This design comes from an exercise in tuning for small area and a short achievable clock period on the open sky130 flow, not from production work.
Where RTL was checked, it was by simulation tests only, not by an equivalence proof against the original.

==> build 51: inputs <==
==> flow/design.v <==
module ALU_decode (
    input  [3:0] OPERATION,
    output [3:0] xt,         
    output [3:0] xt0,        
    output       y_b,        
    output       y_nb,       
    output       y_c,        
    output       cin
);
    wire op_and  = (OPERATION == 4'b0000);
    wire op_or   = (OPERATION == 4'b0001);
    wire op_pass = (OPERATION == 4'b0111);
    wire op_nor  = (OPERATION == 4'b1100);
    wire op_sub  = (OPERATION == 4'b0110);
    wire op_neg  = (OPERATION == 4'b0101);
    wire op_add  = ~(op_and | op_or | op_pass | op_nor | op_sub | op_neg);
    assign xt[0]  = op_nor;
    assign xt[1]  = op_or | op_pass | op_neg;
    assign xt[2]  = op_add | op_sub | op_or | op_neg;
    assign xt[3]  = op_add | op_sub | op_and | op_or | op_pass;
    assign xt0[0] = op_nor | op_neg;
    assign xt0[1] = op_or | op_pass;
    assign xt0[2] = op_add | op_sub | op_or;
    assign xt0[3] = op_add | op_sub | op_and | op_or | op_pass | op_neg;
    assign y_b  = op_add;
    assign y_nb = op_sub;
    assign y_c  = op_neg;
    assign cin  = op_sub | op_neg;
endmodule
module ALU_slice (
    input        a,
    input        b,
    input        c,
    input  [3:0] xt,
    input        y_b,
    input        y_nb,
    input        y_c,
    output       x,
    output       y
);
    assign x = b ? (a ? xt[3] : xt[1]) : (a ? xt[2] : xt[0]);
    assign y = (y_b & b) | (y_nb & ~b) | (y_c & c);
endmodule
module ALU_operands (
    input  [63:0] A,
    input  [63:0] B,
    input  [3:0]  OPERATION,
    output [63:0] X,
    output [63:0] Y,
    output        cin
);
    wire [3:0] xt, xt0;
    wire y_b, y_nb, y_c;
    ALU_decode dec(.OPERATION(OPERATION), .xt(xt), .xt0(xt0), .y_b(y_b), .y_nb(y_nb),
                   .y_c(y_c), .cin(cin));
    wire [63:0] c = {~(A[62:1] | B[62:1]), ~(A[0] & B[0]), 1'b0};
    genvar i;
    generate
        for (i = 0; i < 64; i = i + 1) begin : sl
            ALU_slice s(.a(A[i]), .b(B[i]), .c(c[i]), .xt(i == 0 ? xt0 : xt),
                        .y_b(y_b), .y_nb(y_nb), .y_c(y_c), .x(X[i]), .y(Y[i]));
        end
    endgenerate
endmodule
module ALU_add (
    input  [63:0] X,
    input  [63:0] Y,
    input         cin,
    output [63:0] Out,
    output        Z
);
    wire [63:0] p = X ^ Y;
    wire [63:0] g0 = X & Y;
    wire [63:0] g = {g0[63:1], g0[0] | (p[0] & cin)};
    localparam LV = 6;
    wire [63:0] gg [0:LV];
    wire [63:0] pp [0:LV];
    assign gg[0] = g;
    assign pp[0] = p;
    genvar l, j;
    generate
        for (l = 0; l < LV; l = l + 1) begin : lvl
            for (j = 0; j < 64; j = j + 1) begin : node
                if ((j >> l) & 1) begin : comb
                    localparam integer SRC = ((j >> l) << l) - 1;
                    assign gg[l+1][j] = gg[l][j] | (pp[l][j] & gg[l][SRC]);
                    assign pp[l+1][j] = pp[l][j] & pp[l][SRC];
                end else begin : pass
                    assign gg[l+1][j] = gg[l][j];
                    assign pp[l+1][j] = pp[l][j];
                end
            end
        end
    endgenerate
    assign Out = p ^ {gg[LV][62:0], cin};
    wire [63:0] t = X | Y;
    assign Z = &(p ~^ {t[62:0], cin});
endmodule
module ALU_top(
    input             clk,
    input      [63:0] A,
    input      [63:0] B,
    input      [3:0]  OPERATION,
    output reg [63:0] Out,
    output reg        Z
);
    wire [63:0] x_d, y_d;
    wire        cin_d;
    reg  [63:0] x_q, y_q;
    reg         cin_q;
    wire [63:0] alu_out;
    wire        alu_z;
    ALU_operands ops(.A(A), .B(B), .OPERATION(OPERATION), .X(x_d), .Y(y_d), .cin(cin_d));
    ALU_add      add(.X(x_q), .Y(y_q), .cin(cin_q), .Out(alu_out), .Z(alu_z));
    always @(posedge clk) begin
        x_q   <= x_d;
        y_q   <= y_d;
        cin_q <= cin_d;
        Out   <= alu_out;
        Z     <= alu_z;
    end
endmodule
==> flow/flow/run.sh <==
#!/bin/bash
# The standard layout (standard.sh), with these changes to synthesis and
# placement. Registers and their names are the standard synthesis's.
#  - synthesis keeps the modules apart (SYNTH_HIERARCHICAL in config.mk) and
#    abc maps each module with its own script, flow/abc_<module>.script
#    (flow/abc.script for any other module), each with its own delay target;
#    the design is flattened afterwards as in the standard synthesis;
#  - full/half adder cells are not extracted (abc maps that logic too);
#  - the port buffers start as buf_1 cells (the resizer sizes them up where
#    timing needs it).
# make's output goes to flow.log; ORFS keeps each step's log under orfs/logs.
set -euo pipefail
W=$PWD
export ADDER_MAP_FILE=
export BUFFER_PORTS_ARGS="-buffer_cell sky130_fd_sc_hd__buf_1"
{
  head -n 1 synth_recipe.tcl
  cat <<EOT
proc abc {args} {
  set i [lsearch -exact \$args -script]
  set mods [split [string trim [tee -q -s result.string select -list-mod =*]] "\n"]
  set done {}
  foreach f [glob -nocomplain $W/flow/abc_*.script] {
    set m [string range [file rootname [file tail \$f]] 4 end]
    if {[lsearch -exact \$mods \$m] < 0} { continue }
    set a \$args
    lset a [expr {\$i + 1}] \$f
    yosys abc {*}\$a =\$m
    lappend done \$m
  }
  set rest [list]
  foreach m \$mods { if {[lsearch -exact \$done \$m] < 0} { lappend rest =\$m } }
  if {[llength \$rest]} {
    set a \$args
    lset a [expr {\$i + 1}] $W/flow/abc.script
    yosys abc {*}\$a {*}\$rest
  }
}
EOT
  tail -n +2 synth_recipe.tcl
} > my_synth.tcl
sed "s#SYNTH_SCRIPT=[^ ]*#SYNTH_SCRIPT=$W/my_synth.tcl#" standard.sh > my_standard.sh
grep -q "SYNTH_SCRIPT=$W/my_synth.tcl" my_standard.sh
bash my_standard.sh > flow.log 2>&1
==> flow/flow/abc.script <==
strash
dch
map
topo
buffer
upsize
dnsize
==> flow/flow/abc_ALU_add.script <==
strash
dch
map -D 2000
topo
buffer
upsize -D 2000
dnsize -D 2000
==> flow/flow/abc_ALU_decode.script <==
strash
dch
map -D 300
topo
buffer
upsize -D 300
dnsize -D 300
==> flow/flow/abc_ALU_operands.script <==
strash
dch
map -D 1200
topo
buffer
upsize -D 1200
dnsize -D 1200
==> flow/flow/abc_ALU_slice.script <==
&get -n
&st
&dch
&nf -a
&put
==> flow/standard.sh <==
#!/bin/bash
# synth_recipe.tcl (not shown) runs the flow's synth.tcl, then flattens the netlist and writes it again
# the make line also repeats each setting of config.mk as NAME=value (left out here)
make -C /OpenROAD-flow-scripts/flow DESIGN_CONFIG=/design/flow/config.mk WORK_HOME=/design/flow/orfs CLKGATE_MAP_FILE= SYNTH_SCRIPT=/design/flow/synth_recipe.tcl "${@:-finish}"
==> flow/config.mk <==
export PLATFORM = sky130hd
export DESIGN_NAME = ALU_top
export DESIGN_NICKNAME = ALU_top
export VERILOG_FILES = /design/flow/design.v
export SDC_FILE = /design/flow/constraint.sdc
export NUM_CORES = 4
export LEC_CHECK = 0
export CAP_MARGIN = 20
export CORE_MARGIN = 2
export CORE_UTILIZATION = 40
export SETUP_SLACK_MARGIN = 3.8
export SLEW_MARGIN = 20
export SYNTH_HIERARCHICAL = 1
export SYNTH_MINIMUM_KEEP_SIZE = 0
==> flow/constraint.sdc <==
create_clock -name core_clock -period 6.5 [get_ports {clk}]
set_input_delay 1.3000 -clock core_clock [delete_from_list [all_inputs] [get_ports {clk}]]
set_output_delay 1.3000 -clock core_clock [all_outputs]
set_load 0.01 [all_outputs]
==> trial 86: changes against build 51 <==
--- a/flow/design.v
+++ b/flow/design.v
@@ -66,8 +66,7 @@
     input  [63:0] X,
     input  [63:0] Y,
     input         cin,
-    output [63:0] Out,
-    output        Z
+    output [63:0] Out
 );
     wire [63:0] p = X ^ Y;
     wire [63:0] g0 = X & Y;
@@ -93,8 +92,6 @@
         end
     endgenerate
     assign Out = p ^ {gg[LV][62:0], cin};
-    wire [63:0] t = X | Y;
-    assign Z = &(p ~^ {t[62:0], cin});
 endmodule
 module ALU_top(
     input             clk,
@@ -102,21 +99,20 @@
     input      [63:0] B,
     input      [3:0]  OPERATION,
     output reg [63:0] Out,
-    output reg        Z
+    output            Z
 );
     wire [63:0] x_d, y_d;
     wire        cin_d;
     reg  [63:0] x_q, y_q;
     reg         cin_q;
     wire [63:0] alu_out;
-    wire        alu_z;
     ALU_operands ops(.A(A), .B(B), .OPERATION(OPERATION), .X(x_d), .Y(y_d), .cin(cin_d));
-    ALU_add      add(.X(x_q), .Y(y_q), .cin(cin_q), .Out(alu_out), .Z(alu_z));
+    ALU_add      add(.X(x_q), .Y(y_q), .cin(cin_q), .Out(alu_out));
     always @(posedge clk) begin
         x_q   <= x_d;
         y_q   <= y_d;
         cin_q <= cin_d;
         Out   <= alu_out;
-        Z     <= alu_z;
     end
+    assign Z = ~|Out;
 endmodule
SETUP_SLACK_MARGIN = 3.7   (was 3.8)
==> out/metrics.json <==
{
  "run_status": {"value": "finished clean"},
  "clkPwrFrac": {"value": 0.284},
  "launch_point_of_the_critical_path": {"value": "y_q[19]$_DFF_P_"},
  "place.gp.congestion": {"value": 0.832},
  "gr-usage-met3": {"value": 0.0447},
  "worstSetupEndpointType": {"value": "flip-flop"},
  "final.clkbuf_count": {"value": 19},
  "cp.buffers_inverters": {"value": 3},
  "synth_seq_area_share": {"value": 0.373},
  "drive_gt1_frac": {"value": 0.144},
  "timing.critical_path.mode_cell": {"value": "sky130_fd_sc_hd__nor2_1"},
  "synth_area_per_cell": {"value": 8.50, "unit": "um^2"},
  "fraction_of_standard_cell_area_in_multi_input_logic": {"value": 0.485}
}
# the run above: build 51

==> out/metrics.json <==
{
  "run_status": {"value": "finished clean"},
  "synth_area_per_cell": {"value": 8.54, "unit": "um^2"},
  "die_x": {"value": 162, "unit": "um"},
  "clkPwrFrac": {"value": 0.282},
  "powerComb": {"value": 1.05, "unit": "mW"},
  "launch_point_of_the_critical_path": {"value": "Out[35]$_DFF_P_"},
  "post_layout_nonfiller_instances": {"value": 1759},
  "drive_gt1_frac": {"value": 0.154},
  "worstPathRequired": {"value": 5.20, "unit": "ns"},
  "final.clkbuf_count": {"value": 17},
  "cts_buffers": {"value": 17},
  "worstSetupEndpointType": {"value": "output port"},
  "timing.critical_path.mode_cell": {"value": "sky130_fd_sc_hd__nor2_2"},
  "gr-usage-met3": {"value": 0.0467},
  "p_int": {"value": 2.40, "unit": "mW"},
  "cts_post_setup_buffers_inserted": {"value": 2},
  "synth_seq_area_share": {"value": 0.387}
}
# the run above: trial 86

No functional check of the RTL was part of trial 86.

[port drivers added, routing unchanged]
Ports are ideal in the flow. The routed layouts listed here were re-timed in OpenROAD. Step 1: set_driving_cell puts a clkbuf_16 on clk and a buf_2 on each other input, an assumption about the parent block. Step 2 moves the port delays by t, midway between the first and last clock arrival at a register: inputs arrive t later, outputs are due t later. That takes back most of the time a late clock gives input paths. Three values: ideal ports, drivers, drivers and shift; two values: the first two.
| run | t (ns) | setup WS [ns] | clock arrival spread, ns | pins driven straight from the clock port |
|---|---|---|---|---|
| build 51 | 0.482 | 3.801 / 3.801 / 3.457 | 0.022 / 0.023 | 1 |
| trial 86 | 0.474 | 3.556 / 3.509 / 3.429 | 0.014 / 0.015 | 1 |
After both steps every run listed still meets setup and hold. The setup slack of build 51, which loses most, moves by 0.000 ns with the drivers and by -0.344 ns with both steps.
